Background: an optimization exercise with open tools, aiming at small area, a short achievable clock period and few clock cycles. Do not read the settings as production practice. Only simulation tests tie the RTL to the original design; equivalence was not proved. No activity file was given, so power comes from the tool's default toggle rates.

// milestone1
module milestone1(
   input  logic        clock,
   input  logic        resetn,
   input  logic [15:0] SRAM_read_data,
   output logic [17:0] SRAM_address,
   output logic [15:0] SRAM_write_data,
   output logic        SRAM_we_n,
   input  logic        M1_start,
   output logic        M1_end
);
logic [4:0]  t;
logic        run;
logic        st;          
logic [6:0]  gr;          
logic [15:0] yaddr;       
logic [17:0] waddr;       
wire last_grp = (gr == 7'd79);
wire g78      = (gr == 7'd78);
wire img_done = yaddr[15] & yaddr[12] & yaddr[10] & yaddr[9] & yaddr[1];  
logic [7:0]  win [1:11];   
logic [7:0]  st_u, st_v;   
logic [7:0]  yl;           
logic [8:0]  cu;           
logic [7:0]  py;           
logic [8:0]  pu, pv;
logic [10:0] pu3, pv3;     
logic [7:0]  h1, h2;       
logic clamp5;    
always_ff @(posedge clock) clamp5 <= (t == 5'd9 && g78) || (t == 5'd0 && last_grp);
wire [7:0] tp0 = win[1], tp1 = win[3], tp2 = win[5], tp3 = win[7], tp4 = win[9];
wire [7:0] tp5 = clamp5 ? win[9] : win[11];
wire [8:0] s1 = tp2 + tp3;
wire [8:0] s3 = tp1 + tp4;
wire [8:0] s5 = tp0 + tp5;
wire ip_w1 = tp2[0] ^ tp3[0];
wire ip_w2 = tp2[0] & tp3[0];
wire ip_w4, ip_w3;
fadd u_ip_w3 (.a(tp2[1]), .b(tp3[1]), .c(tp1[3]), .s(ip_w3), .co(ip_w4));
wire ip_w6, ip_w5;
fadd u_ip_w5 (.a(tp1[4]), .b(tp4[3]), .c(tp4[4]), .s(ip_w5), .co(ip_w6));
wire ip_w8, ip_w7;
fadd u_ip_w7 (.a(tp2[0]), .b(tp2[2]), .c(tp3[0]), .s(ip_w7), .co(ip_w8));
wire ip_w10, ip_w9;
fadd u_ip_w9 (.a(tp3[2]), .b(tp1[4]), .c(tp1[5]), .s(ip_w9), .co(ip_w10));
wire ip_w12, ip_w11;
fadd u_ip_w11 (.a(tp4[4]), .b(tp4[5]), .c(tp0[3]), .s(ip_w11), .co(ip_w12));
wire ip_w13 = tp0[5] ^ tp0[7];
wire ip_w14 = tp0[5] & tp0[7];
wire ip_w15 = tp2[1] ^ tp2[3];
wire ip_w16 = tp2[1] | tp2[3];
wire ip_w18, ip_w17;
fadd u_ip_w17 (.a(tp3[1]), .b(tp3[3]), .c(tp1[5]), .s(ip_w17), .co(ip_w18));
wire ip_w20, ip_w19;
fadd u_ip_w19 (.a(tp1[6]), .b(tp4[5]), .c(tp4[6]), .s(ip_w19), .co(ip_w20));
wire ip_w21 = tp2[2] ^ tp2[4];
wire ip_w22 = tp2[2] | tp2[4];
wire ip_w24, ip_w23;
fadd u_ip_w23 (.a(tp3[2]), .b(tp3[4]), .c(tp1[6]), .s(ip_w23), .co(ip_w24));
wire ip_w25 = tp1[7] ^ tp4[6];
wire ip_w26 = tp1[7] & tp4[6];
wire ip_w27 = ~1'b0 ^ tp2[3];
wire ip_w28 = ~1'b0 & tp2[3];
wire ip_w29 = tp1[0] ^ tp1[1];
wire ip_w30 = tp1[0] & tp1[1];
wire ip_w32, ip_w31;
  ...
Size: ~370 flip-flops.
clock: 11.0 ns
lec_check: 0
cap_margin: 20
core_margin: 2
core_utilization: 40
cts_cluster_diameter: 80
cts_cluster_size: 40
slew_margin: 20
synth_hierarchical: 1
synth_minimum_keep_size: 0
run.sh (not shown) runs the stock make flow with config.mk's settings and CLKGATE_MAP_FILE= SYNTH_SCRIPT=/design/flow/synth_recipe.tcl, a recipe that flattens the netlist after the stock synthesis.
Testbench counts at the start, summed over its fixed seeds: cycles 1,157,880.
Edit:
CTS_BUF_LIST = sky130_fd_sc_hd__clkbuf_4   (was default)
CTS_CLUSTER_DIAMETER = default   (was 80)
CTS_CLUSTER_SIZE = default   (was 40)
=>
- critical path depth stays the same
- area after synthesis stays the same
- sequential cell count is unchanged
- maximum frequency drops by 5.8%
Edit:
CTS_BUF_LIST = default   (was sky130_fd_sc_hd__clkbuf_4)
Effect: The new run completed with no timing, DRC or antenna violations. Power grows by a few percent. Area after synthesis stays the same. Utilization grows by 0.13 points. Via count shrinks by a few percent. Register-to-register slack gets better by 0.02 ns. Routed wire length shrinks slightly.

* * *

Setup of job 4576:
Another version of the RTL of milestone1 (not shown whole).
For scale: roughly 1800 cells after synthesis, roughly 400 flip-flops, about 55 I/O pins, about 22000 um2 of cells after synthesis.
export LEC_CHECK = 0
export CAP_MARGIN = 20
export CORE_MARGIN = 2
export CORE_UTILIZATION = 60
export CTS_CLUSTER_DIAMETER = 100
export CTS_CLUSTER_SIZE = 30
export PLACE_DENSITY = 0.75
export SLEW_MARGIN = 20
export SYNTH_HIERARCHICAL = 1
export SYNTH_MINIMUM_KEEP_SIZE = 0
create_clock -name core_clock -period 11.0 [get_ports {clock}]
standard.sh (not shown) runs the stock make flow with config.mk's settings and CLKGATE_MAP_FILE= SYNTH_SCRIPT=/design/flow/synth_recipe.tcl, a recipe that flattens the netlist after the stock synthesis.
==> flow/flow/run.sh <==
#!/bin/bash
# The standard layout; the timing repair aims at a tighter setup target
# (repair_timing setup margin), and the clock tree is built without dummy loads.
# Clock and constraints are unchanged.
set -euo pipefail
bash standard.sh SETUP_SLACK_MARGIN=7.7 "CTS_ARGS=-sink_clustering_enable -repair_clock_nets -sink_clustering_size 30 -sink_clustering_max_diameter 100 -dont_use_dummy_load" finish > standard.log 2>&1
Testbench counts of job 4576, summed over its fixed seeds: cycles 1,157,880.
#### Input delta (job 7159 over job 4576)
-- flow/config.mk --
<<< job 4576, line 12
export CTS_CLUSTER_SIZE = 30
export PLACE_DENSITY = 0.75
>>> job 7159, line 12
export CTS_CLUSTER_SIZE = 30
export GPL_ROUTABILITY_DRIVEN = 0
export PLACE_DENSITY = 0.75
==> comparison <==
- From job 4576 to job 7159, synthesized cell count did not move at all.
- Proportion of final cell area spent on non-clock buffers: job 7159 vs job 4576, no meaningful difference
- Final antenna diode count (lower): job 4576
Relative to job 7159, the following input files were edited for job 3345:
-- flow/config.mk --
<<< job 7159, line 9
export CORE_MARGIN = 2
export CORE_UTILIZATION = 60
export CTS_CLUSTER_DIAMETER = 100
export CTS_CLUSTER_SIZE = 30
export GPL_ROUTABILITY_DRIVEN = 0
export PLACE_DENSITY = 0.75
export SLEW_MARGIN = 20
>>> job 3345, line 9
export CORE_MARGIN = 2
export CORE_UTILIZATION = 70
export CTS_CLUSTER_DIAMETER = 100
export CTS_CLUSTER_SIZE = 30
export PLACE_DENSITY = 0.85
export SLEW_MARGIN = 20
==> comparison <==
- Comparing job 7159 against job 3345, there is no change at all in length of the first detailed-routing pass in iterations.
- There was hardly any difference in arrival time of data at the critical path endpoint between job 7159 and job 3345.
- Going from job 7159 to job 3345, the clock power was found to have gone down by about 0.6%.
- Global-route usage delta for job 3345 relative to job 7159: 5.5 points higher
- Diff job 7159..job 3345 | data required time of the critical path | negligible
- Job 3345 finished every stage and its layout cleared the timing, design-rule and antenna checks.
## Diff of input files: job 5944 against job 3345
==> flow/flow/run.sh <==
#!/bin/bash
# The standard layout; the timing repair aims at a tighter setup target
# (repair_timing setup margin), and the clock tree is built without dummy loads.
# Clock and constraints are unchanged.
set -euo pipefail
bash standard.sh SETUP_SLACK_MARGIN=7.75 "CTS_ARGS=-sink_clustering_enable -repair_clock_nets -sink_clustering_size 30 -sink_clustering_max_diameter 100 -dont_use_dummy_load" finish > standard.log 2>&1
-- flow/config.mk --
<<< job 3345, line 9
export CORE_MARGIN = 2
export CORE_UTILIZATION = 70
export CTS_CLUSTER_DIAMETER = 100
export CTS_CLUSTER_SIZE = 30
export PLACE_DENSITY = 0.85
export SLEW_MARGIN = 20
>>> job 5944, line 9
export CORE_MARGIN = 2
export CORE_UTILIZATION = 60
export CTS_CLUSTER_DIAMETER = 100
export CTS_CLUSTER_SIZE = 30
export PLACE_DENSITY = 0.75
export SLEW_MARGIN = 20
Results
- The end point of the critical path comes out SRAM_write_data[6] in one run and SRAM_we_n in the other, namely in job 3345 and job 5944 respectively.
- Job 5944: non-clock buffer count in the final layout higher than job 3345
- Number of instances in the synthesized netlist delta (job 5944 -> job 3345): insignificant
- Looking at post-place setup slack, job 5944 sits 0.011 ns higher than job 3345 does.
- On final setup slack of the worst path, job 5944 and job 3345 are basically level.

* * *

Starting RTL as in the previous note.
Settings: LEC_CHECK=0, CAP_MARGIN=20, CORE_MARGIN=2, CORE_UTILIZATION=60, CTS_CLUSTER_DIAMETER=100, CTS_CLUSTER_SIZE=30, PLACE_DENSITY=0.75, SLEW_MARGIN=20, SYNTH_HIERARCHICAL=1, SYNTH_MINIMUM_KEEP_SIZE=0, TNS_END_PERCENT=20; clock period 11.0 ns.
==> flow/flow/run.sh <==
#!/bin/bash
# The standard layout; the timing repair aims at a tighter setup target
# (repair_timing setup margin), and the clock tree is built without dummy loads.
# Clock and constraints are unchanged.
set -euo pipefail
bash standard.sh SETUP_SLACK_MARGIN=7.7 "CTS_ARGS=-sink_clustering_enable -repair_clock_nets -sink_clustering_size 30 -sink_clustering_max_diameter 100 -dont_use_dummy_load" finish > standard.log 2>&1
Testbench counts at the start, summed over its fixed seeds: cycles 1,157,880.
Edit:
==> flow/flow/run.sh (replaced) <==
#!/bin/bash
# The standard layout; the timing repair aims at a tighter setup target
# (repair_timing setup margin), and the clock tree is built without dummy loads.
# Clock and constraints are unchanged.
set -euo pipefail
bash standard.sh SETUP_SLACK_MARGIN=7.7 "CTS_ARGS=-sink_clustering_enable -repair_clock_nets -sink_clustering_size 20 -sink_clustering_max_diameter 80 -buf_list sky130_fd_sc_hd__clkbuf_8 -dont_use_dummy_load" finish > standard.log 2>&1
Settings changed: CTS_BUF_LIST set to sky130_fd_sc_hd__clkbuf_8, CTS_CLUSTER_DIAMETER 100 to 80, CTS_CLUSTER_SIZE 30 to 20, TNS_END_PERCENT 20 to unset.
Result: Die area stays the same; final cell count is higher slightly; synthesized cell count does not change; flip-flop and latch count stays the same.
Edit:
==> flow/flow/run.sh (replaced) <==
#!/bin/bash
# The standard layout; the timing repair aims at a tighter setup target
# (repair_timing setup margin), and the clock tree is built without dummy loads.
# Clock and constraints are unchanged.
set -euo pipefail
bash standard.sh SETUP_SLACK_MARGIN=7.7 "CTS_ARGS=-sink_clustering_enable -repair_clock_nets -sink_clustering_size 30 -sink_clustering_max_diameter 100 -dont_use_dummy_load" finish > standard.log 2>&1
Settings changed: CTS_BUF_LIST sky130_fd_sc_hd__clkbuf_8 to unset, CTS_CLUSTER_DIAMETER 80 to 100, CTS_CLUSTER_SIZE 20 to 30, PLACE_DENSITY 0.75 to unset.
The changed run completed with no timing, DRC or antenna violations.
Wire length climbs by 3.0%.
Core utilization goes up by 0.11 points.
Setup slack gets better by 0.13 ns.
Power rises by 3.2%.
Register-to-register slack gains 0.02 ns.
Non-clock buffer count goes up by 4.
First-iteration DRC count drops by 7.6%.
Die area does not change.
Count of clock-buffer cells in the layout decreases by 8.
Synthesized area stays the same.

-- what the ideal ports hide --
Ports are ideal in the flow. The routed layouts listed here were re-timed in OpenROAD.
Step 1, drivers: a clkbuf_16 drives clock and a buf_2 each remaining input, both assumed.
Step 2 adds t to the input delays and takes it off the output delays; t is the mean of the earliest and latest rising clock arrival at the registers after step 1. Input paths then give back, and output paths get back, about the clock's delay inside the block.
Three values: ideal ports, drivers, drivers and shift; two values: the first two.
| run | shift t [ns] | setup WS [ns] | worst setup path after step 2 | slew at the worst register clock pin (ns) | worst data-port slew with drivers (ns) |
|---|---|---|---|---|---|
| the first run of note 1 | 0.633 | 7.153 / 7.095 / 7.297 | register to register | 0.10 / 0.10 | 0.04 |
| the second run of note 1 | 0.865 | 6.917 / 6.867 / 7.249 | register to register | 0.07 / 0.07 | 0.04 |
| the third run of note 1 | 0.629 | 7.169 / 7.110 / 7.270 | register to register | 0.07 / 0.07 | 0.04 |
| job 4576 | 0.559 | 7.704 / 7.652 / 7.764 | register to register | 0.11 / 0.11 | 0.07 |
| job 7159 | 0.560 | 7.694 / 7.640 / 7.792 | register to register | 0.11 / 0.11 | 0.08 |
| job 3345 | 0.558 | 7.702 / 7.648 / 7.734 | input to register | 0.12 / 0.12 | 0.08 |
| job 5944 | 0.561 | 7.701 / 7.649 / 7.796 | register to register | 0.11 / 0.11 | 0.07 |
| the first run of note 3 | 0.559 | 7.635 / 7.583 / 7.763 | register to register | 0.11 / 0.11 | 0.07 |
| the second run of note 3 | 0.657 | 7.565 / 7.512 / 7.768 | register to register | 0.12 / 0.12 | 0.07 |
| the third run of note 3 | 0.566 | 7.700 / 7.644 / 7.787 | register to register | 0.12 / 0.12 | 0.07 |
After both steps setup and hold are still met in every run listed.
